From an optimization exercise on the open Yosys and OpenROAD flow, aimed at small area; shortcuts taken in it are not production practice. Function was checked by simulation only, so behaviour that the tests miss may differ from the original.

## flow/design.v (module list and top-level ports; edited modules follow where they fit)
// module lif_neuron: 132 lines
// module lif_leak: 818 lines
// module lif_fa: 10 lines
// module lif_ao22: 9 lines
// module lif_aoi22: 9 lines
// module lif_aoi221: 10 lines
// module lif_aoi222: 11 lines
// module lif_aoi21: 8 lines
// module lif_nor2: 7 lines
// module lif_ha: 9 lines
// module lif_benc: 10 lines
// module lif_benc0: 9 lines
// module lif_benc7: 9 lines
// module lif_xor2: 7 lines
// module lif_xnor2: 7 lines
// module lif_or2: 7 lines
// module lif_inv: 6 lines
module lif_neuron (
    input  wire        clk,
    input  wire        rst,
    input  wire [15:0] threshold,
    input  wire [15:0] leak_rate,
    input  wire [7:0]  refractory,
    input  wire        leaky_enable,
    input  wire        reset_on_spike,
    input  wire [15:0] input_neuron_id,
    input  wire [7:0]  synapse_weight,
    input  wire        spike_in_valid,
    output wire        spike_in_ready,
    output reg  [15:0] output_neuron_id,
    output reg         spike_out_valid,
    input  wire        spike_out_ready,
    input  wire [15:0] neuron_id,
    output reg  [15:0] membrane_potential,
    output wire        in_refractory,
    output reg  [7:0]  refract_counter
);
  // ...
==> flow/flow/run.sh <==
#!/bin/bash
# Standard ORFS layout (the standard.sh: standard synthesis, floorplan,
# placement, CTS, routing) with these changes:
# - after floorplan, flow/downsize.tcl sets combinational cells that synthesis
#   upsized back to drive strength 1 (repair steps size up what needs it);
# - the buffers that buffer_ports puts on every input and output port are the
#   smallest plain buffer (sky130_fd_sc_hd__buf_1) instead of the cell the
#   resizer picks by default;
# - clock tree synthesis uses clkbuf_8 buffers and no dummy loads;
# - synthesis (ABC) buffers are removed at floorplan (REMOVE_ABC_BUFFERS);
# make's whole output goes to make_finish.log; each ORFS step keeps its own
# log under orfs/logs/.
set -euo pipefail
cd "$(dirname "$0")/.."
bash standard.sh \
  "POST_FLOORPLAN_TCL=$PWD/flow/downsize.tcl" \
  "BUFFER_PORTS_ARGS=-buffer_cell sky130_fd_sc_hd__buf_1" \
  "CTS_ARGS=-sink_clustering_enable -repair_clock_nets -dont_use_dummy_load -buf_list sky130_fd_sc_hd__clkbuf_8" \
  "REMOVE_ABC_BUFFERS=1" \
  finish > make_finish.log 2>&1
==> flow/flow/downsize.tcl <==
# Sourced by ORFS at the end of floorplan (POST_FLOORPLAN_TCL).  Synthesis
# (ABC) maps small helper modules on their own and often picks a larger drive
# strength than the layout needs; set every combinational cell that has a
# size-1 variant of the same function back to size 1.  The later repair steps
# (repair_design, repair_timing) size cells up again where timing, slew or
# capacitance need it.  Flip-flops and clock cells are left alone.
set db [ord::get_db]
set block [ord::get_db_block]
set swapped 0
foreach inst [$block getInsts] {
  set master [$inst getMaster]
  set name [$master getName]
  if {![regexp {^(sky130_fd_sc_hd__[a-z0-9]+)_([0-9]+)$} $name -> base size]} { continue }
  if {$size <= 1} { continue }
  if {[regexp {__(df|sdf|edf|dl|clk|dly|conb|tap|fill|decap|diode)} $base]} { continue }
  set small [$db findMaster ${base}_1]
  if {$small eq "NULL" || $small eq ""} { continue }
  if {[$small getWidth] >= [$master getWidth]} { continue }
  $inst swapMaster $small
  incr swapped
}
puts "downsize.tcl: $swapped cells set to drive strength 1"
==> flow/standard.sh <==
#!/bin/bash
# synth_recipe.tcl (not shown) runs the flow's synth.tcl, then flattens the netlist and writes it again
# the make line also repeats each setting of config.mk as NAME=value (left out here)
make -C /OpenROAD-flow-scripts/flow DESIGN_CONFIG=/design/flow/config.mk WORK_HOME=/design/flow/orfs CLKGATE_MAP_FILE= SYNTH_SCRIPT=/design/flow/synth_recipe.tcl "${@:-finish}"
==> flow/config.mk <==
export PLATFORM = sky130hd
export DESIGN_NAME = lif_neuron
export DESIGN_NICKNAME = lif_neuron
export VERILOG_FILES = /design/flow/design.v
export SDC_FILE = /design/flow/constraint.sdc
export NUM_CORES = 4
export LEC_CHECK = 0
export CAP_MARGIN = 5
export CORE_MARGIN = 2
export CORE_UTILIZATION = 40
export GPL_TIMING_DRIVEN = 0
export SLEW_MARGIN = 5
export SYNTH_HIERARCHICAL = 1
export SYNTH_MINIMUM_KEEP_SIZE = 0
==> flow/constraint.sdc <==
create_clock -name core_clock -period 14.0 [get_ports {clk}]
set_input_delay 2.8000 -clock core_clock [delete_from_list [all_inputs] [get_ports {clk}]]
set_output_delay 2.8000 -clock core_clock [all_outputs]
set_load 0.01 [all_outputs]
==> impl_metrics.yaml, run 1 <==
status:
  status: "timing/DRC/antenna clean"
logic_synthesis:
  async_flop_share_pct: 0
  synth_top_family_by_area: "adder cells"
  synthCells: 708
  syn_avg_cell_area_sq_um: 11.1
  synth_cell_types: 52
setup_path:
  crit_family: "adder cells"
  crit_arrival_ns: 13.29
  cpMostUsedCell: "fa_1"
  cp-start-kind: "input port"
floorplan:
  io_pins: 129
sta:
  period_needed_ns: 13.09
  slew_headroom_pct: 10.9
  setup_violations: 0
  post-route-period-util_pct: 93.5
final_layout:
  sh_seq_area_pct: 10.8
  multi_input_area_share_pct: 76.3
  clkbuf_count: 5
  seq_area_sq_um: 861
  n_all_buffers: 115
  reg.largest.list: "membrane_potential (16), output_neuron_id (16), refract_counter (8)"
run:
  drv_cap: 0
placement:
  dpl_cell_area_sq_um: 7920
grt:
  grt_antenna_before_repair: 0
routing:
  vias: 6287
  dr.pass1.iters: 7
clocking:
  cts_resized: 0
  clkLatencyLatePin_ns: 0.29
  ctsHoldBuffers: 0
==> module lif_neuron, before the edit <==
module lif_neuron (
    input  wire        clk,
    input  wire        rst,
    input  wire [15:0] threshold,
    input  wire [15:0] leak_rate,
    input  wire [7:0]  refractory,
    input  wire        leaky_enable,
    input  wire        reset_on_spike,
    input  wire [15:0] input_neuron_id,
    input  wire [7:0]  synapse_weight,
    input  wire        spike_in_valid,
    output wire        spike_in_ready,
    output reg  [15:0] output_neuron_id,
    output reg         spike_out_valid,
    input  wire        spike_out_ready,
    input  wire [15:0] neuron_id,
    output reg  [15:0] membrane_potential,
    output wire        in_refractory,
    output reg  [7:0]  refract_counter
);
    localparam S_IDLE = 2'd0, S_INT = 2'd1, S_SPK = 2'd2, S_REF = 2'd3;
    reg  [1:0] state;
    wire [15:0] m = membrane_potential;
    wire [7:0]  cnt = refract_counter;
    wire is_ref  = |cnt;
    wire st_idle = (state == S_IDLE);
    wire st_int  = (state == S_INT);
    wire st_spk  = (state == S_SPK);
    wire fire  = st_spk & spike_out_ready;          
    wire leak  = st_idle & leaky_enable;            
    wire nleak = ~leak;
    wire [15:0] nt = ~threshold;
    wire [16:0] gc;
    assign gc[0] = 1'b1;
    genvar gi;
    generate
        for (gi = 0; gi < 15; gi = gi + 1) begin : g_cmp
            assign gc[gi + 1] = (m[gi] & nt[gi]) | (m[gi] & gc[gi]) | (nt[gi] & gc[gi]);
        end
    endgenerate
    assign gc[16] = (~m[15] & threshold[15]) | (~m[15] & gc[15]) | (threshold[15] & gc[15]);
    wire ge = gc[16];
    wire take = st_int & ge;                        
    wire [14:0] xa, xb;
    wire nc;
    lif_leak u_leak (.m(m[14:0]), .l(leak_rate), .xa(xa), .xb(xb), .nc(nc));
    wire [15:0] wext = {{8{synapse_weight[7]}}, synapse_weight};
    wire [15:0] nx, ny, nz;
    wire [16:0] nci;
    lif_aoi22 u_nx0 (.a(leak), .b(xa[0]), .c(nleak), .d(m[0]), .y(nx[0]));
    lif_aoi222 u_ny0 (.a(st_int), .b(wext[0]), .c(fire), .d(nt[0]), .e(leak), .f(xb[0]), .y(ny[0]));
    lif_aoi22 u_nx1 (.a(leak), .b(xa[1]), .c(nleak), .d(m[1]), .y(nx[1]));
    lif_aoi222 u_ny1 (.a(st_int), .b(wext[1]), .c(fire), .d(nt[1]), .e(leak), .f(xb[1]), .y(ny[1]));
    lif_aoi22 u_nx2 (.a(leak), .b(xa[2]), .c(nleak), .d(m[2]), .y(nx[2]));
    lif_aoi222 u_ny2 (.a(st_int), .b(wext[2]), .c(fire), .d(nt[2]), .e(leak), .f(xb[2]), .y(ny[2]));
    lif_aoi22 u_nx3 (.a(leak), .b(xa[3]), .c(nleak), .d(m[3]), .y(nx[3]));
    lif_aoi222 u_ny3 (.a(st_int), .b(wext[3]), .c(fire), .d(nt[3]), .e(leak), .f(xb[3]), .y(ny[3]));
    lif_aoi22 u_nx4 (.a(leak), .b(xa[4]), .c(nleak), .d(m[4]), .y(nx[4]));
    lif_aoi222 u_ny4 (.a(st_int), .b(wext[4]), .c(fire), .d(nt[4]), .e(leak), .f(xb[4]), .y(ny[4]));
    lif_aoi22 u_nx5 (.a(leak), .b(xa[5]), .c(nleak), .d(m[5]), .y(nx[5]));
    lif_aoi222 u_ny5 (.a(st_int), .b(wext[5]), .c(fire), .d(nt[5]), .e(leak), .f(xb[5]), .y(ny[5]));
    lif_aoi22 u_nx6 (.a(leak), .b(xa[6]), .c(nleak), .d(m[6]), .y(nx[6]));
    lif_aoi222 u_ny6 (.a(st_int), .b(wext[6]), .c(fire), .d(nt[6]), .e(leak), .f(xb[6]), .y(ny[6]));
    lif_aoi22 u_nx7 (.a(leak), .b(xa[7]), .c(nleak), .d(m[7]), .y(nx[7]));
    lif_aoi222 u_ny7 (.a(st_int), .b(wext[7]), .c(fire), .d(nt[7]), .e(leak), .f(xb[7]), .y(ny[7]));
    lif_aoi22 u_nx8 (.a(leak), .b(xa[8]), .c(nleak), .d(m[8]), .y(nx[8]));
    lif_aoi222 u_ny8 (.a(st_int), .b(wext[8]), .c(fire), .d(nt[8]), .e(leak), .f(xb[8]), .y(ny[8]));
    lif_aoi22 u_nx9 (.a(leak), .b(xa[9]), .c(nleak), .d(m[9]), .y(nx[9]));
    lif_aoi222 u_ny9 (.a(st_int), .b(wext[9]), .c(fire), .d(nt[9]), .e(leak), .f(xb[9]), .y(ny[9]));
    lif_aoi22 u_nx10 (.a(leak), .b(xa[10]), .c(nleak), .d(m[10]), .y(nx[10]));
    lif_aoi222 u_ny10 (.a(st_int), .b(wext[10]), .c(fire), .d(nt[10]), .e(leak), .f(xb[10]), .y(ny[10]));
    lif_aoi22 u_nx11 (.a(leak), .b(xa[11]), .c(nleak), .d(m[11]), .y(nx[11]));
    lif_aoi222 u_ny11 (.a(st_int), .b(wext[11]), .c(fire), .d(nt[11]), .e(leak), .f(xb[11]), .y(ny[11]));
    lif_aoi22 u_nx12 (.a(leak), .b(xa[12]), .c(nleak), .d(m[12]), .y(nx[12]));
    lif_aoi222 u_ny12 (.a(st_int), .b(wext[12]), .c(fire), .d(nt[12]), .e(leak), .f(xb[12]), .y(ny[12]));
    lif_aoi22 u_nx13 (.a(leak), .b(xa[13]), .c(nleak), .d(m[13]), .y(nx[13]));
    lif_aoi222 u_ny13 (.a(st_int), .b(wext[13]), .c(fire), .d(nt[13]), .e(leak), .f(xb[13]), .y(ny[13]));
    lif_aoi22 u_nx14 (.a(leak), .b(xa[14]), .c(nleak), .d(m[14]), .y(nx[14]));
    lif_aoi222 u_ny14 (.a(st_int), .b(wext[14]), .c(fire), .d(nt[14]), .e(leak), .f(xb[14]), .y(ny[14]));
    lif_inv u_nx15 (.a(m[15]), .y(nx[15]));
    lif_aoi22 u_ny15 (.a(st_int), .b(wext[15]), .c(fire), .d(nt[15]), .y(ny[15]));
    lif_aoi21 u_nci (.a(leak), .b(nc), .c(fire), .y(nci[0]));
    generate
        for (gi = 0; gi < 16; gi = gi + 1) begin : g_add
            lif_fa u_fa (.a(nx[gi]), .b(ny[gi]), .c(nci[gi]), .s(nz[gi]), .co(nci[gi + 1]));
        end
    endgenerate
    wire clr = rst | (leak & m[15]) | (fire & reset_on_spike);
    wire clr15 = clr | leak;
    wire [15:0] m_next;
    generate
        for (gi = 0; gi < 15; gi = gi + 1) begin : g_mn
            lif_nor2 u_mn (.a(clr), .b(nz[gi]), .y(m_next[gi]));
        end
    endgenerate
    lif_nor2 u_mn15 (.a(clr15), .b(nz[15]), .y(m_next[15]));
    wire k_id_ld = ~rst & take;
    wire k_id_hd = ~rst & ~take;
    wire [15:0] id_next;
    generate
        for (gi = 0; gi < 16; gi = gi + 1) begin : g_id
            lif_ao22 u_id (.a(k_id_ld), .b(neuron_id[gi]), .c(k_id_hd), .d(output_neuron_id[gi]), .y(id_next[gi]));
        end
    endgenerate
    wire [7:0] dec = cnt - {7'd0, is_ref};
    wire k_c_ld = ~rst & fire;
    wire k_c_dn = ~rst & ~fire;
    wire [7:0] cnt_next;
    generate
        for (gi = 0; gi < 8; gi = gi + 1) begin : g_cn
            lif_ao22 u_cn (.a(k_c_ld), .b(refractory[gi]), .c(k_c_dn), .d(dec[gi]), .y(cnt_next[gi]));
        end
    endgenerate
    reg [1:0] state_next;
    always @(*) begin
        case (state)
            S_IDLE:  state_next = spike_in_valid ? S_INT : S_IDLE;
            S_INT:   state_next = ge ? S_SPK : S_IDLE;
            S_SPK:   state_next = spike_out_ready ? S_REF : S_SPK;
            default: state_next = is_ref ? S_REF : S_IDLE;
        endcase
    end
    always @(posedge clk) begin
        membrane_potential <= m_next;
        output_neuron_id <= id_next;
        refract_counter <= cnt_next;
        spike_out_valid <= ~rst & st_spk & ~spike_out_ready;
        state <= rst ? S_IDLE : state_next;
    end
    assign spike_in_ready = ~is_ref & ~st_spk;
    assign in_refractory = is_ref;
endmodule
==> run 2: changes to the inputs <==
--- a/flow/design.v
+++ b/flow/design.v
@@ -35,7 +35,7 @@
     genvar gi;
     generate
         for (gi = 0; gi < 15; gi = gi + 1) begin : g_cmp
-            assign gc[gi + 1] = (m[gi] & nt[gi]) | (m[gi] & gc[gi]) | (nt[gi] & gc[gi]);
+            lif_maj u_cmp (.a(m[gi]), .b(nt[gi]), .c(gc[gi]), .y(gc[gi + 1]));
         end
     endgenerate
     assign gc[16] = (~m[15] & threshold[15]) | (~m[15] & gc[15]) | (threshold[15] & gc[15]);
@@ -958,6 +958,14 @@
     assign s = a ^ b ^ c;
     assign co = (a & b) | (a & c) | (b & c);
 endmodule
+module lif_maj (
+    input  wire a,
+    input  wire b,
+    input  wire c,
+    output wire y
+);
+    assign y = (a & b) | (a & c) | (b & c);
+endmodule
 module lif_ao22 (
     input  wire a,
     input  wire b,
==> impl_metrics.yaml, run 2 <==
routing:
  routedWlPerCell_um: 19.6
  route.detailed.drc: 0
  vias: 6099
  dr.pass1.iters: 10
  routed_wl_um: 21100
  drtAntennaViolNets: 0
  avgViaCountPerCell: 5.68
  detailedRoute.firstIterationViolations: 527
logic_synthesis:
  seq_area_frac_synth_pct: 11.0
  async_flop_share_pct: 0
  ys_warn_count: 7
  synth-seq-cells: 43
  synth_area_leaders: "fa_1, a22oi_2, xnor2_1, dfxtp_1, a22o_1"
  syn_avg_cell_area_sq_um: 11.3
  synth_common_cells: "xnor2_1, a22oi_2, fa_1, dfxtp_1, inv_1"
  synth_edf_count: 0
  synth_most_common_cell: "xnor2_1"
  synth_area_sq_um: 7810
  synth_top_area_share_pct: 29.5
  synth_cell_types: 46
  synth_ff_type: "dfxtp_1"
  yosys.area.top_type: "fa_1"
  synthCells: 690
final_layout:
  fin_nets: 1019
  drive_gt1_share_pct: 3.09
  reg.largest.list: "membrane_potential (16), output_neuron_id (16), refract_counter (8)"
  layout_common_cells: "xnor2_1, a22oi_1, fa_1"
  synthToLayoutAreaGrowth_pct: 2.07
  fillers: 1964
  antenna_cells: 0
  final_util_pct: 41.2
  final_common_cell: "xnor2_1"
placement:
  port-buffer-count: 112
  dpl.hpwl_um: 15400
  gp_congestion: 0.823
grt:
  grt_max_degree: 33
  grt_antenna_before_repair: 0
  grt_use_total_pct: 20.7
  grt_pass1_vias: 6111
  grt_overflow: 0
  grt_pass1_wl_um: 33600
floorplan:
  initial_core_util_pct: 40.4
  io_pins: 129
  rows: 51
  chipWidth_um: 144
  dieArea_sq_um: 20600
  core-area_sq_um: 19300
  die_y_um: 144
hold_path:
  hp-class: "flop to flop"
clocking:
  cts_setup_buffers: 0
  root_buffer: "clkbuf_8"
  numCtsBuffers: 5
  h-tree-depth: 2
  tritoncts: "yes"
  ctsHoldBuffers: 0
  clkLatencyLatePin_ns: 0.29
  cts_sinks: 43
  clk_pin_slew_worst_paths_ns: 0.08
  cts_buffer_depth: 2
  cts_resized: 0
sta:
  finalMaxSlewViolations: 0
  slew_headroom_pct: 19.1
  setup_violations: 0
  final_hold_viol_count: 0
  skew_ns: 0.0121
  rsz0062_at_grt: "no"
  setup_tns_ns: 0
  tightest_slew_ns: 1.21
  fmax_mhz: 75.9
  post-route-period-util_pct: 94.1
  period_needed_ns: 13.17
setup_path:
  cpMostUsedCell: "fa_1"
  crit_family: "adder cells"
  cp-start-kind: "input port"
  cp_slowest_cell: "buf_1"
  max_stage_delay_ns: 0.71
  crit_arrival_ns: 13.35
  path_max_fanout: 16
  crit_type: "input port to flop"
  end_kind: "flop"
  critPathBufInv: 1
  crit_required_ns: 14.18
run:
  drv_cap: 0
status:
  status: "timing/DRC/antenna clean"
## run 2: changes by cell type after synthesis, moves of 3 or more
cell	before	now
nand2b_1	10	7
maj3_2	4	16
a21oi_1	12	9
inv_1	46	43
o21ai_0	7	3
## run 2: final timing paths
path	depth (start not counted)	endpoint	from	slack, ns
setup / recovery	30	membrane_potential[15]$_DFF_P_	leak_rate[15]	0.83
hold / removal	1	output_neuron_id[13]$_DFF_P_	output_neuron_id[13]$_DFF_P_	0.47
setup reg to reg	31	membrane_potential[15]$_DFF_P_	membrane_potential[7]$_DFF_P_	2.56
hold reg to reg	1	output_neuron_id[13]$_DFF_P_	output_neuron_id[13]$_DFF_P_	0.47
## run 2: kinds of logic after synthesis
kind of cell | synth area share [%]
AOI/OAI and AO/OA | 30.2
xor gates and xnor gates | 16.6
adders and majority gates | 33.5
and+or+nand+nor | 6.24
buffers and inverters | 2.26
DFF | 11.0
other | 0.0480
muxes | 0.144
## run 2: per-layer routing
layer	up-vias	GRT usage, %	part of all wire (%)
li1	2749	-	-
met1	3114	29.0	43
met3	23	2.07	6.0
met4	0	3.46	1.0
met5	-	0	0
met2	213	35.2	50
## run 2: worst register-to-register path: cells and delay by family (launching register included)
kind,cells,cell delay (ns)
fa+ha+maj,20,8.68
compound gates,7,1.44
flops,1,0.69
simple gates,3,0.28
xor+xnor,1,0.27
## run 2: Yosys stat by module (local to each module, per instance), excerpt
module      times used  cells inside  flops+latches  area, sq um
lif_fa             115             1              0         20.0
lif_neuron           1           109             43         1250
lif_ha               4             1              0         12.5
lif_xnor2          136             1              0         8.76
lif_inv             19             1              0         3.75
lif_or2             17             1              0         6.26
lif_benc             6             4              0         31.3
lif_maj             15             1              0         11.3
lif_benc7            1             1              0         12.5
lif_nor2            16             1              0         3.75
lif_ao22            24             1              0         8.76
lif_leak             1            56              0          317
## run 2: area by class of cell
type | instances | area [sq um] | share of cell area [%]
Tap cell | 265 | 332 | 4.16
Timing Repair Buffer | 116 | 462 | 5.79
Clock buffer | 5 | 68.8 | 0.864
Multi-Input combinational cell | 601 | 6080 | 76.4
Sequential cell | 43 | 861 | 10.8
Inverter | 43 | 161 | 2.03
## run 2: through the flow
stage / std cells / hold slack, ns / setup WS [ns] / instance area (sq um)
after floorplan: 687 / 0.469 / 2.00 / 7790
after global placement: 1064 / 0.452 / 0.555 / 7780
after detailed placement: 1068 / 0.454 / 0.426 / 7850
after CTS: 1073 / 0.476 / 0.751 / 7920
after global routing: 1073 / 0.496 / 0.306 / 7970
final: 1073 / 0.474 / 0.829 / 7970
==> run 3: changes to the inputs <==
--- a/flow/config.mk
+++ b/flow/config.mk
@@ -7,7 +7,7 @@
 export LEC_CHECK = 0
 export CAP_MARGIN = 5
 export CORE_MARGIN = 2
-export CORE_UTILIZATION = 40
+export CORE_UTILIZATION = 55
 export GPL_TIMING_DRIVEN = 0
 export SLEW_MARGIN = 5
 export SYNTH_HIERARCHICAL = 1
==> impl_metrics.yaml, run 3 <==
clocking:
  clkLatencyLatePin_ns: 0.32
  tritoncts: "yes"
  cts_setup_buffers: 0
  h-tree-depth: 2
  clk_pin_slew_worst_paths_ns: 0.09
  numCtsBuffers: 5
  root_buffer: "clkbuf_8"
  cts_buffer_depth: 2
  cts_sinks: 43
  cts_resized: 0
  ctsHoldBuffers: 0
logic_synthesis:
  synth-seq-cells: 43
  yosys.area.top_type: "fa_1"
  synth_common_cells: "xnor2_1, a22oi_2, fa_1, dfxtp_1, inv_1"
  synth_area_sq_um: 7810
  synth_cell_types: 46
  synth_ff_type: "dfxtp_1"
  syn_avg_cell_area_sq_um: 11.3
  ys_warn_count: 7
  seq_area_frac_synth_pct: 11.0
  synth_top_area_share_pct: 29.5
  async_flop_share_pct: 0
  synth_most_common_cell: "xnor2_1"
  synth_area_leaders: "fa_1, a22oi_2, xnor2_1, dfxtp_1, a22o_1"
  synth_edf_count: 0
  synthCells: 690
setup_path:
  crit_type: "input port to flop"
  max_stage_delay_ns: 0.67
  end_kind: "flop"
  cp-start-kind: "input port"
  cpMostUsedCell: "fa_1"
  worstSetupStartpoint: "leak_rate[9]"
  crit_family: "adder cells"
  crit_arrival_ns: 13.41
  r2r-start: "membrane_potential[3]$_DFF_P_"
  critPathBufInv: 1
  path_max_fanout: 16
  cp_slowest_cell: "buf_1"
  crit_required_ns: 14.22
routing:
  route.detailed.drc: 0
  vias: 6137
  dr.pass1.iters: 8
  avgViaCountPerCell: 6.22
  routed_wl_um: 20800
  detailedRoute.firstIterationViolations: 520
  drtAntennaViolNets: 0
  routedWlPerCell_um: 21.1
sta:
  tightest_slew_ns: 1.35
  fmax_mhz: 75.8
  setup_tns_ns: 0
  slew_headroom_pct: 9.89
  setup_violations: 0
  final_hold_viol_count: 0
  post-route-period-util_pct: 94.3
  period_needed_ns: 13.20
  skew_ns: 0.0285
  finalMaxSlewViolations: 0
  rsz0062_at_grt: "no"
  hold_ws_ns: 0.479
grt:
  grt_antenna_before_repair: 0
  grt_pass1_wl_um: 32500
  grt_pass1_vias: 6356
  grt_max_degree: 33
  grt_overflow: 0
  grt_use_total_pct: 27.5
final_layout:
  fillers: 1294
  layout_common_cells: "xnor2_1, a22oi_1, fa_1"
  reg.largest.list: "membrane_potential (16), output_neuron_id (16), refract_counter (8)"
  drive_gt1_share_pct: 2.61
  synthToLayoutAreaGrowth_pct: 0.224
  antenna_cells: 0
  seq_area_sq_um: 861
  multi_input_area_sq_um: 6070
  final_common_cell: "xnor2_1"
  fin_nets: 1017
floorplan:
  die_y_um: 123
  rows: 43
  initial_core_util_pct: 56.2
  dieArea_sq_um: 15200
  io_pins: 129
  core-area_sq_um: 13900
  chipWidth_um: 123
hold_path:
  hp-class: "flop to flop"
  hp-start: "output_neuron_id[7]$_DFF_P_"
placement:
  dpl.hpwl_um: 15200
  gp_congestion: 0.870
  port-buffer-count: 112
status:
  status: "timing/DRC/antenna clean"
run:
  drv_cap: 0
-- run 3: changes by cell type in the layout (fill, tap and decap cells not counted), sizes merged --
cell  delta
buf      -2
-- run 3: per-layer routing --
layer | up-vias | global-route usage (%) | part of all wire [%]
li1 | 2746 | - | -
met1 | 3118 | 36.4 | 42
met2 | 241 | 46.8 | 50
met3 | 32 | 3.51 | 5.3
met4 | 0 | 8.81 | 2.1
met5 | - | 0 | 0
-- run 3: per-module statistics from Yosys (local to each module, per instance), a selection --
module	area, sq um	flip-flops and latches	times used	cells inside
lif_ha	12.5	0	4	1
lif_leak	317	0	1	56
lif_maj	11.3	0	15	1
lif_inv	3.75	0	19	1
lif_aoi222	10.0	0	15	1
lif_nor2	3.75	0	16	1
lif_xnor2	8.76	0	136	1
lif_benc0	21.3	0	1	2
lif_benc7	12.5	0	1	1
lif_fa	20.0	0	115	1
lif_or2	6.26	0	17	1
lif_ao22	8.76	0	24	1
-- run 3: cells by family after synthesis --
group / count (synthesis) / synth area share, %
AOI/OAI and AO/OA: 213 / 30.2
other: 1 / 0.0480
adders and majority gates: 142 / 33.5
and+or+nand+nor: 96 / 6.24
xor gates and xnor gates: 148 / 16.6
muxes: 1 / 0.144
buffers and inverters: 46 / 2.26
DFF: 43 / 11.0
-- run 3: final timing paths --
check | end | slack [ns] | cells after the start
worst min register to register | output_neuron_id[7]$_DFF_P_ | 0.48 | 1
worst min-delay path | output_neuron_id[7]$_DFF_P_ | 0.48 | 1
worst max-delay path | membrane_potential[15]$_DFF_P_ | 0.80 | 30
worst max register to register | membrane_potential[15]$_DFF_P_ | 2.24 | 30
-- run 3: cell type report --
| class | count | share of cell area, % |
|---|---|---|
| well taps | 180 | 2.88 |
| multi-input cells | 601 | 77.6 |
| clock buffers | 5 | 0.880 |
| inverters | 43 | 2.06 |
| flip-flops and latches | 43 | 11.0 |
| repair buffers | 114 | 5.61 |
-- run 3: through the flow --
step | util [%] | area [sq um] | cells | setup WS (ns)
floorplan | - | 7790 | 687 | 2.00
global placement | 55.3 | 7670 | 979 | 0.617
detailed placement | 55.4 | 7690 | 980 | 0.568
CTS | 55.9 | 7760 | 985 | 0.895
global route | 56.4 | 7820 | 986 | 0.411
finish | 56.4 | 7820 | 986 | 0.805
-- run 3: worst register-to-register path, delay by kind of cell (launching register included) --
| family | cells | cell delay, ns |
|---|---|---|
| fa+ha+maj | 21 | 8.84 |
| xor+xnor | 2 | 1.39 |
| flops | 1 | 0.62 |
| compound gates | 5 | 0.68 |
| simple gates | 2 | 0.16 |
==> run 4: changes to the inputs <==
--- a/flow/config.mk
+++ b/flow/config.mk
@@ -9,6 +9,7 @@
 export CORE_MARGIN = 2
 export CORE_UTILIZATION = 55
 export GPL_TIMING_DRIVEN = 0
+export PLACE_DENSITY = 0.9
 export SLEW_MARGIN = 5
 export SYNTH_HIERARCHICAL = 1
 export SYNTH_MINIMUM_KEEP_SIZE = 0
==> impl_metrics.yaml, run 4 <==
status:
  status: "timing/DRC/antenna clean"
sta:
  skew_ns: 0.0116
  slew_headroom_pct: 10.7
  hold_ws_ns: 0.477
  setup_tns_ns: 0
  period_needed_ns: 13.18
  worst_slack_ns: 0.819
  tightest_slew_ns: 1.34
  final_hold_viol_count: 0
  fmax_mhz: 75.9
  finalMaxSlewViolations: 0
  setup_violations: 0
  post-route-period-util_pct: 94.1
  rsz0062_at_grt: "no"
routing:
  dr.pass1.iters: 9
  routedWlPerCell_um: 20.3
  route.detailed.drc: 0
  avgViaCountPerCell: 6.50
  drtAntennaViolNets: 0
  vias: 6421
  routed_wl_um: 20000
  detailedRoute.firstIterationViolations: 793
clocking:
  cts_buffer_depth: 2
  h-tree-depth: 2
  cts_resized: 0
  numCtsBuffers: 5
  ctsHoldBuffers: 0
  clk_pin_slew_worst_paths_ns: 0.08
  clkLatencyLatePin_ns: 0.29
  cts_sinks: 43
  root_buffer: "clkbuf_8"
  tritoncts: "yes"
  cts_setup_buffers: 0
grt:
  grt_overflow: 0
  grt_pass1_vias: 6699
  grt_max_degree: 33
  grt_antenna_before_repair: 0
  grt_pass1_wl_um: 32400
  grt_use_total_pct: 26.8
logic_synthesis:
  muxShareOfSynthArea_pct: 0.144
  synth_simple_gate_area_share_pct: 6.23
  synth_edf_count: 0
  synth_area_leaders: "fa_1, a22oi_2, xnor2_1, dfxtp_1, a22o_1"
  syn_avg_cell_area_sq_um: 11.3
  synth_ff_type: "dfxtp_1"
  synth_top_area_share_pct: 29.5
  synth_common_cells: "xnor2_1, a22oi_2, fa_1, dfxtp_1, inv_1"
  async_flop_share_pct: 0
  synthXorXnorAreaFrac_pct: 16.6
  synth_most_common_cell: "xnor2_1"
  seq_area_frac_synth_pct: 11.0
  yosys.area.top_type: "fa_1"
  synth-compound-area-share_pct: 30.2
  synth-adder-area-share_pct: 33.5
  synth_cell_types: 46
  synth_area_sq_um: 7810
  synth_top_family_by_area: "adder cells"
  ys_warn_count: 7
  synth-seq-cells: 43
  synthCells: 690
placement:
  dpl.hpwl_um: 14800
  gp_congestion: 0.909
  dpl_cell_area_sq_um: 7710
  place_ws_ns: 0.550
  port-buffer-count: 112
floorplan:
  io_pins: 129
  dieArea_sq_um: 15200
  initial_core_util_pct: 56.2
  rows: 43
  core-area_sq_um: 13900
  chipWidth_um: 123
  die_y_um: 123
setup_path:
  cp-start-kind: "input port"
  r2r_slack_ns: 2.23
  crit_arrival_ns: 13.37
  cpMostUsedCell: "fa_1"
  r2r_cells: 30
  rr_endpoint: "membrane_potential[15]$_DFF_P_"
  path_max_fanout: 16
  crit_required_ns: 14.18
  max_stage_delay_ns: 0.68
  cp_slowest_cell: "buf_1"
  r2r-start: "membrane_potential[3]$_DFF_P_"
  crit_type: "input port to flop"
  end_kind: "flop"
final_layout:
  reg.largest.list: "membrane_potential (16), output_neuron_id (16), refract_counter (8)"
  final_common_cell: "xnor2_1"
  design_area_sq_um: 7820
  layout_common_cells: "xnor2_1, a22oi_1, fa_1"
  fin_nets: 1019
  synthToLayoutAreaGrowth_pct: 0.176
  drive_gt1_share_pct: 2.35
  antenna_cells: 0
hold_path:
  whs_endpoint: "output_neuron_id[4]$_DFF_P_"
  whs_path_depth: 1
  hp-class: "flop to flop"
  hp-start: "output_neuron_id[4]$_DFF_P_"
run:
  drv_cap: 0
==> run 4: cell counts after synthesis <==
Identical to the previous run, type by type.
==> run 4: how the worst max path moves through the flow <==
stage / start / end / slack [ns] / cells after the start
4_1_cts: leak_rate[13] / membrane_potential[15]$_DFF_P_ / 0.85 / 30
3_5_place_dp: leak_rate[13] / membrane_potential[15]$_DFF_P_ / 0.55 / 30
3_3_place_gp: leak_rate[13] / membrane_potential[15]$_DFF_P_ / 0.73 / 30
2_1_floorplan: leak_rate[11] / membrane_potential[15]$_DFF_P_ / 2.00 / 29
5_1_grt: leak_rate[13] / membrane_potential[15]$_DFF_P_ / 0.52 / 30
6_report: leak_rate[13] / membrane_potential[15]$_DFF_P_ / 0.82 / 30
==> run 4: worst max-delay path, delay by kind of cell <==
family | cells | cell delay [ns]
buffers and inverters | 1 | 0.68
xor gates and xnor gates | 1 | 0.29
adders and majority gates | 20 | 8.63
AOI/OAI and AO/OA | 6 | 0.80
and+or+nand+nor | 2 | 0.13
==> run 4: modules after synthesis (local to each module, per instance), a selection <==
module	area [sq um]	cells	flip-flops and latches	copies in the design
lif_inv	3.75	1	0	19
lif_aoi22	12.5	1	0	136
lif_neuron	1250	109	43	1
lif_benc7	12.5	1	0	1
lif_aoi222	10.0	1	0	15
lif_benc	31.3	4	0	6
lif_or2	6.26	1	0	17
lif_fa	20.0	1	0	115
lif_benc0	21.3	2	0	1
lif_maj	11.3	1	0	15
lif_ao22	8.76	1	0	24
lif_aoi21	8.76	1	0	1
==> run 4: cell families (layout without fill, tap and decap cells) <==
logic type      Yosys count  after routing
compound gates          213            213
xor+xnor                148            148
fa+ha+maj               142            142
simple gates             96             96
buf+inv                  46            164
flops                    43             43
other cells               1              1
mux                       1              1
==> run 4: cell type report <==
| type | instances | area (sq um) |
|---|---|---|
| well taps | 180 | 225 |
| repair buffers | 116 | 458 |
| inverters | 43 | 161 |
| multi-input cells | 601 | 6050 |
| clock buffers | 5 | 68.8 |
| flip-flops and latches | 43 | 861 |
| fillers | 1201 | 6060 |
==> run 4: stage by stage <==
step	cells	util (%)
after floorplan	687	-
after global placement	979	55.3
after detailed placement	982	55.5
after CTS	987	56.0
after global routing	988	56.3
final	988	56.3
==> run 4: per-layer routing <==
metal / global-route usage [%] / up-vias / wire length (um)
li1: - / 2751 / -
met1: 33.4 / 3181 / 7330
met2: 46.4 / 425 / 10300
met3: 3.69 / 64 / 1770
met4: 11.3 / 0 / 659
met5: 0 / - / 0
==> run 5: changes to the inputs <==
--- a/flow/config.mk
+++ b/flow/config.mk
@@ -9,7 +9,7 @@
 export CORE_MARGIN = 2
 export CORE_UTILIZATION = 55
 export GPL_TIMING_DRIVEN = 0
-export PLACE_DENSITY = 0.9
+export PLACE_DENSITY = 0.75
 export SLEW_MARGIN = 5
 export SYNTH_HIERARCHICAL = 1
 export SYNTH_MINIMUM_KEEP_SIZE = 0
==> impl_metrics.yaml, run 5 <==
sta:
  setup_violations: 0
  tightest_slew_ns: 1.36
  slew_headroom_pct: 9.29
  final_hold_viol_count: 0
  fmax_mhz: 76.8
  finalMaxSlewViolations: 0
  rsz0062_at_grt: "no"
  hold_ws_ns: 0.473
  period_needed_ns: 13.02
  skew_ns: 0.0143
  post-route-period-util_pct: 93.0
  setup_tns_ns: 0
grt:
  grt_antenna_before_repair: 0
  grt_overflow: 0
  grt_pass1_wl_um: 31000
  grt_max_degree: 33
  grt_pass1_vias: 6057
  grt_use_total_pct: 26.0
setup_path:
  crit_required_ns: 14.20
  cp_slowest_cell: "buf_1"
  crit_type: "input port to flop"
  cpMostUsedCell: "fa_1"
  rr_endpoint: "membrane_potential[15]$_DFF_P_"
  cp-start-kind: "input port"
  r2r_slack_ns: 2.40
  path_max_fanout: 16
  r2r_cells: 31
  crit_arrival_ns: 13.22
  max_stage_delay_ns: 0.67
  end_kind: "flop"
  r2r-start: "membrane_potential[1]$_DFF_P_"
logic_synthesis:
  async_flop_share_pct: 0
  syn_avg_cell_area_sq_um: 11.3
  synth_most_common_cell: "xnor2_1"
  synth-seq-cells: 43
  synth_common_cells: "xnor2_1, a22oi_2, fa_1, dfxtp_1, inv_1"
  synth_area_leaders: "fa_1, a22oi_2, xnor2_1, dfxtp_1, a22o_1"
  synth_area_sq_um: 7810
  yosys.area.top_type: "fa_1"
  synth_edf_count: 0
  synth_ff_type: "dfxtp_1"
  ys_warn_count: 7
  synth_cell_types: 46
  seq_area_frac_synth_pct: 11.0
  synth_top_area_share_pct: 29.5
  synthCells: 690
placement:
  dpl_cell_area_sq_um: 7710
  port-buffer-count: 112
  dpl.hpwl_um: 14500
  gp_congestion: 0.846
  dp_cells: 980
floorplan:
  initial_core_util_pct: 56.2
  core-area_sq_um: 13900
  io_pins: 129
  rows: 43
  chipWidth_um: 123
  die_y_um: 123
  dieArea_sq_um: 15200
final_layout:
  reg.largest.list: "membrane_potential (16), output_neuron_id (16), refract_counter (8)"
  layout_common_cells: "xnor2_1, a22oi_1, fa_1"
  synthToLayoutAreaGrowth_pct: -0.192
  seq_area_sq_um: 861
  fillers: 1292
  fin_nets: 1017
  stdcell_count: 986
  antenna_cells: 0
  design_area_sq_um: 7790
  multi_input_area_sq_um: 6040
  final_common_cell: "xnor2_1"
  drive_gt1_share_pct: 1.86
routing:
  drtAntennaViolNets: 0
  routed_wl_um: 19400
  detailedRoute.firstIterationViolations: 535
  avgViaCountPerCell: 6.18
  routedWlPerCell_um: 19.6
  vias: 6092
  dr.pass1.iters: 8
  route.detailed.drc: 0
clocking:
  cts_setup_buffers: 0
  clk_pin_slew_worst_paths_ns: 0.08
  cts_sinks: 43
  tritoncts: "yes"
  root_buffer: "clkbuf_8"
  numCtsBuffers: 5
  h-tree-depth: 2
  cts_resized: 0
  clkLatencyLatePin_ns: 0.29
  cts_buffer_depth: 2
  ctsHoldBuffers: 0
hold_path:
  hp-class: "flop to flop"
  whs_path_depth: 1
  whs_endpoint: "output_neuron_id[14]$_DFF_P_"
  hp-start: "output_neuron_id[14]$_DFF_P_"
status:
  status: "timing/DRC/antenna clean"
run:
  drv_cap: 0
[run 5: cell counts after synthesis]
No cell type changed its count.
[run 5: final cells by class]
class	instances	share of cell area [%]
Multi-Input combinational cell	601	77.5
Sequential cell	43	11.0
Timing Repair Buffer	114	5.64
Tap cell	180	2.89
Inverter	43	2.07
Clock buffer	5	0.883
[run 5: logic make-up (layout without fill, tap and decap cells)]
group / Yosys count / after routing / share of synthesized area [%]
muxes: 1 / 1 / 0.144
and+or+nand+nor: 96 / 96 / 6.24
adders and majority gates: 142 / 142 / 33.5
DFF: 43 / 43 / 11.0
AOI/OAI and AO/OA: 213 / 213 / 30.2
other: 1 / 1 / 0.0480
buffers and inverters: 46 / 162 / 2.26
xor gates and xnor gates: 148 / 148 / 16.6
[run 5: modules after synthesis, one instance, submodules excluded, excerpt]
module,cells inside,cell area (sq um),times used,flops+latches
lif_neuron,109,1250,1,43
lif_nor2,1,3.75,16,0
lif_benc0,2,21.3,1,0
lif_aoi22,1,12.5,136,0
lif_benc,4,31.3,6,0
lif_ha,1,12.5,4,0
lif_aoi21,1,8.76,1,0
lif_ao22,1,8.76,24,0
[run 5: worst max path at each step]
stage / to / depth (start not counted) / slack (ns) / startpoint
floorplan: membrane_potential[15]$_DFF_P_ / 29 / 2.00 / leak_rate[11]
global placement: membrane_potential[15]$_DFF_P_ / 30 / 0.67 / leak_rate[13]
detailed placement: membrane_potential[15]$_DFF_P_ / 30 / 0.62 / leak_rate[13]
CTS: membrane_potential[15]$_DFF_P_ / 30 / 0.95 / leak_rate[13]
global route: membrane_potential[15]$_DFF_P_ / 30 / 0.47 / leak_rate[13]
finish: membrane_potential[15]$_DFF_P_ / 30 / 0.98 / leak_rate[13]
[run 5: critical path, delay by kind of cell]
family,cells,cell delay (ns)
AO/OA/AOI/OAI,5,0.69
XOR/XNOR,1,0.21
adder cells (fa/ha/maj),21,8.70
buffers and inverters,1,0.67
AND/OR/NAND/NOR,2,0.14
[run 5: metrics by stage]
step           util (%)  setup slack [ns]
2_1_floorplan         -              2.00
3_3_place_gp       55.3             0.674
3_5_place_dp       55.5             0.615
4_1_cts            56.0             0.945
5_1_grt            56.1             0.469
6_report           56.1             0.982
[run 5: metal layers]
layer  wire [um]  vias to the layer above  GRT usage, %  part of all wire (%)
li1            -                     2751             -                     -
met1        7710                     3006          35.0                    40
met2        9780                      298          43.5                    51
met3        1390                       37          3.51                   7.2
met4         465                        0          8.45                   2.4
met5           0                        -             0                     0
==> run 6: changes to the inputs <==
--- a/flow/config.mk
+++ b/flow/config.mk
@@ -7,9 +7,9 @@
 export LEC_CHECK = 0
 export CAP_MARGIN = 5
 export CORE_MARGIN = 2
-export CORE_UTILIZATION = 55
+export CORE_UTILIZATION = 65
 export GPL_TIMING_DRIVEN = 0
-export PLACE_DENSITY = 0.75
+export PLACE_DENSITY = 0.85
 export SLEW_MARGIN = 5
 export SYNTH_HIERARCHICAL = 1
 export SYNTH_MINIMUM_KEEP_SIZE = 0
==> impl_metrics.yaml, run 6 <==
clocking:
  ctsHoldBuffers: 0
  h-tree-depth: 2
  tritoncts: "yes"
  cts_buffer_depth: 2
  clkLatencyLatePin_ns: 0.30
  root_buffer: "clkbuf_8"
  cts_resized: 0
  numCtsBuffers: 5
  cts_setup_buffers: 0
  clk_pin_slew_worst_paths_ns: 0.08
  cts_sinks: 43
floorplan:
  dieArea_sq_um: 12900
  die_y_um: 114
  io_pins: 129
  core-area_sq_um: 11900
  chipWidth_um: 114
  initial_core_util_pct: 65.8
  rows: 40
sta:
  period_needed_ns: 13.18
  setup_tns_ns: 0
  hold_ws_ns: 0.472
  slew_headroom_pct: -0.107
  skew_ns: 0.0131
  fmax_mhz: 75.8
  final_hold_viol_count: 0
  tightest_slew_ns: 1.50
  rsz0062_at_grt: "no"
  finalMaxSlewViolations: 1
  setup_violations: 0
  post-route-period-util_pct: 94.2
logic_synthesis:
  synthXorXnorAreaFrac_pct: 16.6
  yosys.area.top_type: "fa_1"
  synth_area_leaders: "fa_1, a22oi_2, xnor2_1, dfxtp_1, a22o_1"
  synth_edf_count: 0
  synth_top_family_by_area: "adder cells"
  synth_most_common_cell: "xnor2_1"
  synth_top_area_share_pct: 29.5
  syn_avg_cell_area_sq_um: 11.3
  seq_area_frac_synth_pct: 11.0
  synth_simple_gate_area_share_pct: 6.23
  synth_common_cells: "xnor2_1, a22oi_2, fa_1, dfxtp_1, inv_1"
  ys_warn_count: 7
  synth_cell_types: 46
  synthCells: 690
  synth_ff_type: "dfxtp_1"
  synth_area_sq_um: 7810
  muxShareOfSynthArea_pct: 0.144
  synth-seq-cells: 43
  synth-compound-area-share_pct: 30.2
  synth-adder-area-share_pct: 33.5
  async_flop_share_pct: 0
final_layout:
  design_area_sq_um: 7760
  fin_nets: 1016
  final_util_pct: 65.4
  final_common_cell: "xnor2_1"
  reg.largest.list: "membrane_potential (16), output_neuron_id (16), refract_counter (8)"
  synthToLayoutAreaGrowth_pct: -0.609
  drive_gt1_share_pct: 2.11
  antenna_cells: 0
  stdcell_count: 952
  layout_common_cells: "xnor2_1, a22oi_1, fa_1"
routing:
  routed_wl_um: 19500
  route.detailed.drc: 0
  drtAntennaViolNets: 0
  dr.pass1.iters: 9
  avgViaCountPerCell: 6.56
  detailedRoute.firstIterationViolations: 681
  routedWlPerCell_um: 20.5
  vias: 6241
status:
  so_faults: "capacitance limit, slew limit"
  status: "complete, but fails checks"
grt:
  grt_overflow: 0
  grt_max_degree: 33
  grt_antenna_before_repair: 0
  grt_use_total_pct: 30.8
  grt_pass1_wl_um: 31900
  grt_pass1_vias: 6528
setup_path:
  max_stage_delay_ns: 0.66
  crit_required_ns: 14.19
  end_kind: "flop"
  cpMostUsedCell: "fa_1"
  path_max_fanout: 16
  crit_arrival_ns: 13.38
  cp-start-kind: "input port"
  cp_slowest_cell: "buf_1"
  crit_type: "input port to flop"
run:
  drv_cap: 1
placement:
  port-buffer-count: 112
  gp_congestion: 0.899
  dp_cells: 947
  dpl.hpwl_um: 14300
  dpl_cell_area_sq_um: 7640
hold_path:
  hp-class: "flop to flop"
==> run 6: worst max-delay path: cells and delay by family <==
kind,cells,cell delay (ns)
XOR/XNOR,1,0.28
buffers and inverters,1,0.66
AO/OA/AOI/OAI,5,0.67
adder cells (fa/ha/maj),21,8.79
AND/OR/NAND/NOR,2,0.17
==> run 6: path summary, 6_finish.rpt <==
check / startpoint / endpoint / slack, ns / cells after the start
setup / recovery: leak_rate[11] / membrane_potential[15]$_DFF_P_ / 0.82 / 30
hold / removal: output_neuron_id[15]$_DFF_P_ / output_neuron_id[15]$_DFF_P_ / 0.47 / 1
setup reg to reg: membrane_potential[1]$_DFF_P_ / membrane_potential[15]$_DFF_P_ / 2.12 / 30
hold reg to reg: output_neuron_id[15]$_DFF_P_ / output_neuron_id[15]$_DFF_P_ / 0.47 / 1
==> run 6: metrics by stage <==
step / setup slack [ns]
2_1_floorplan: 2.00
5_1_grt: 0.445
6_report: 0.815
3_5_place_dp: 0.538
3_3_place_gp: 0.652
4_1_cts: 0.840
==> run 6: area by class of cell <==
cell class | count | area (sq um)
Tap cell | 147 | 184
Timing Repair Buffer | 113 | 432
Inverter | 43 | 161
Sequential cell | 43 | 861
Multi-Input combinational cell | 601 | 6050
Fill cell | 946 | 4100
Clock buffer | 5 | 68.8
==> run 6: cell families (layout without fill, tap and decap cells) <==
logic type	after synthesis	in the layout
AOI/OAI and AO/OA	213	213
xor gates and xnor gates	148	148
adders and majority gates	142	142
and+or+nand+nor	96	96
buffers and inverters	46	161
DFF	43	43
other	1	1
muxes	1	1
==> run 6: metal layers <==
| metal | vias up | routed length [um] | track usage [%] |
|---|---|---|---|
| met3 | 42 | 1530 | 5.15 |
| met2 | 333 | 9830 | 52.2 |
| met1 | 3122 | 7650 | 39.7 |
| met5 | - | 0 | 0 |
| met4 | 0 | 514 | 12.0 |
| li1 | 2744 | - | - |
==> run 6: Yosys stat by module, one instance, submodules excluded, excerpt <==
module,times used,flip-flops and latches
lif_aoi21,1,0
lif_aoi22,136,0
lif_fa,115,0
lif_ha,4,0
lif_leak,1,0
lif_maj,15,0
lif_nor2,16,0
lif_or2,17,0
lif_xnor2,136,0

-- separate check: timing with driven ports --
Ports are ideal in the flow. The routed layouts listed here were re-timed in OpenROAD. Step 1: set_driving_cell puts a clkbuf_16 on clk and a buf_2 on each other input, an assumption about the parent block. Step 2 also shifts input and output timing later by t, the mid clock arrival at the registers, as if the neighbouring blocks saw the same clock. a / b / c = ideal / step 1 / step 2; a / b = the first two.
run | shift t [ns] | setup WS [ns] | latest minus earliest clock arrival (ns) | slew at the worst register clock pin (ns) | worst slew at a driven data input, ns
run 1 | 0.310 | 0.908 / 0.908 / 0.598 | 0.017 / 0.017 | 0.08 / 0.08 | 0.05
run 2 | 0.315 | 0.829 / 0.831 / 0.516 | 0.012 / 0.012 | 0.09 / 0.09 | 0.05
run 3 | 0.347 | 0.805 / 0.814 / 0.468 | 0.029 / 0.029 | 0.10 / 0.10 | 0.04
run 4 | 0.308 | 0.819 / 0.816 / 0.507 | 0.012 / 0.011 | 0.08 / 0.08 | 0.04
run 5 | 0.320 | 0.982 / 0.987 / 0.667 | 0.015 / 0.014 | 0.08 / 0.08 | 0.05
run 6 | 0.325 | 0.815 / 0.821 / 0.496 | 0.013 / 0.013 | 0.08 / 0.08 | 0.04
The setup slack of run 3, which loses most, moves by +0.009 ns with the drivers and by -0.337 ns with both steps.
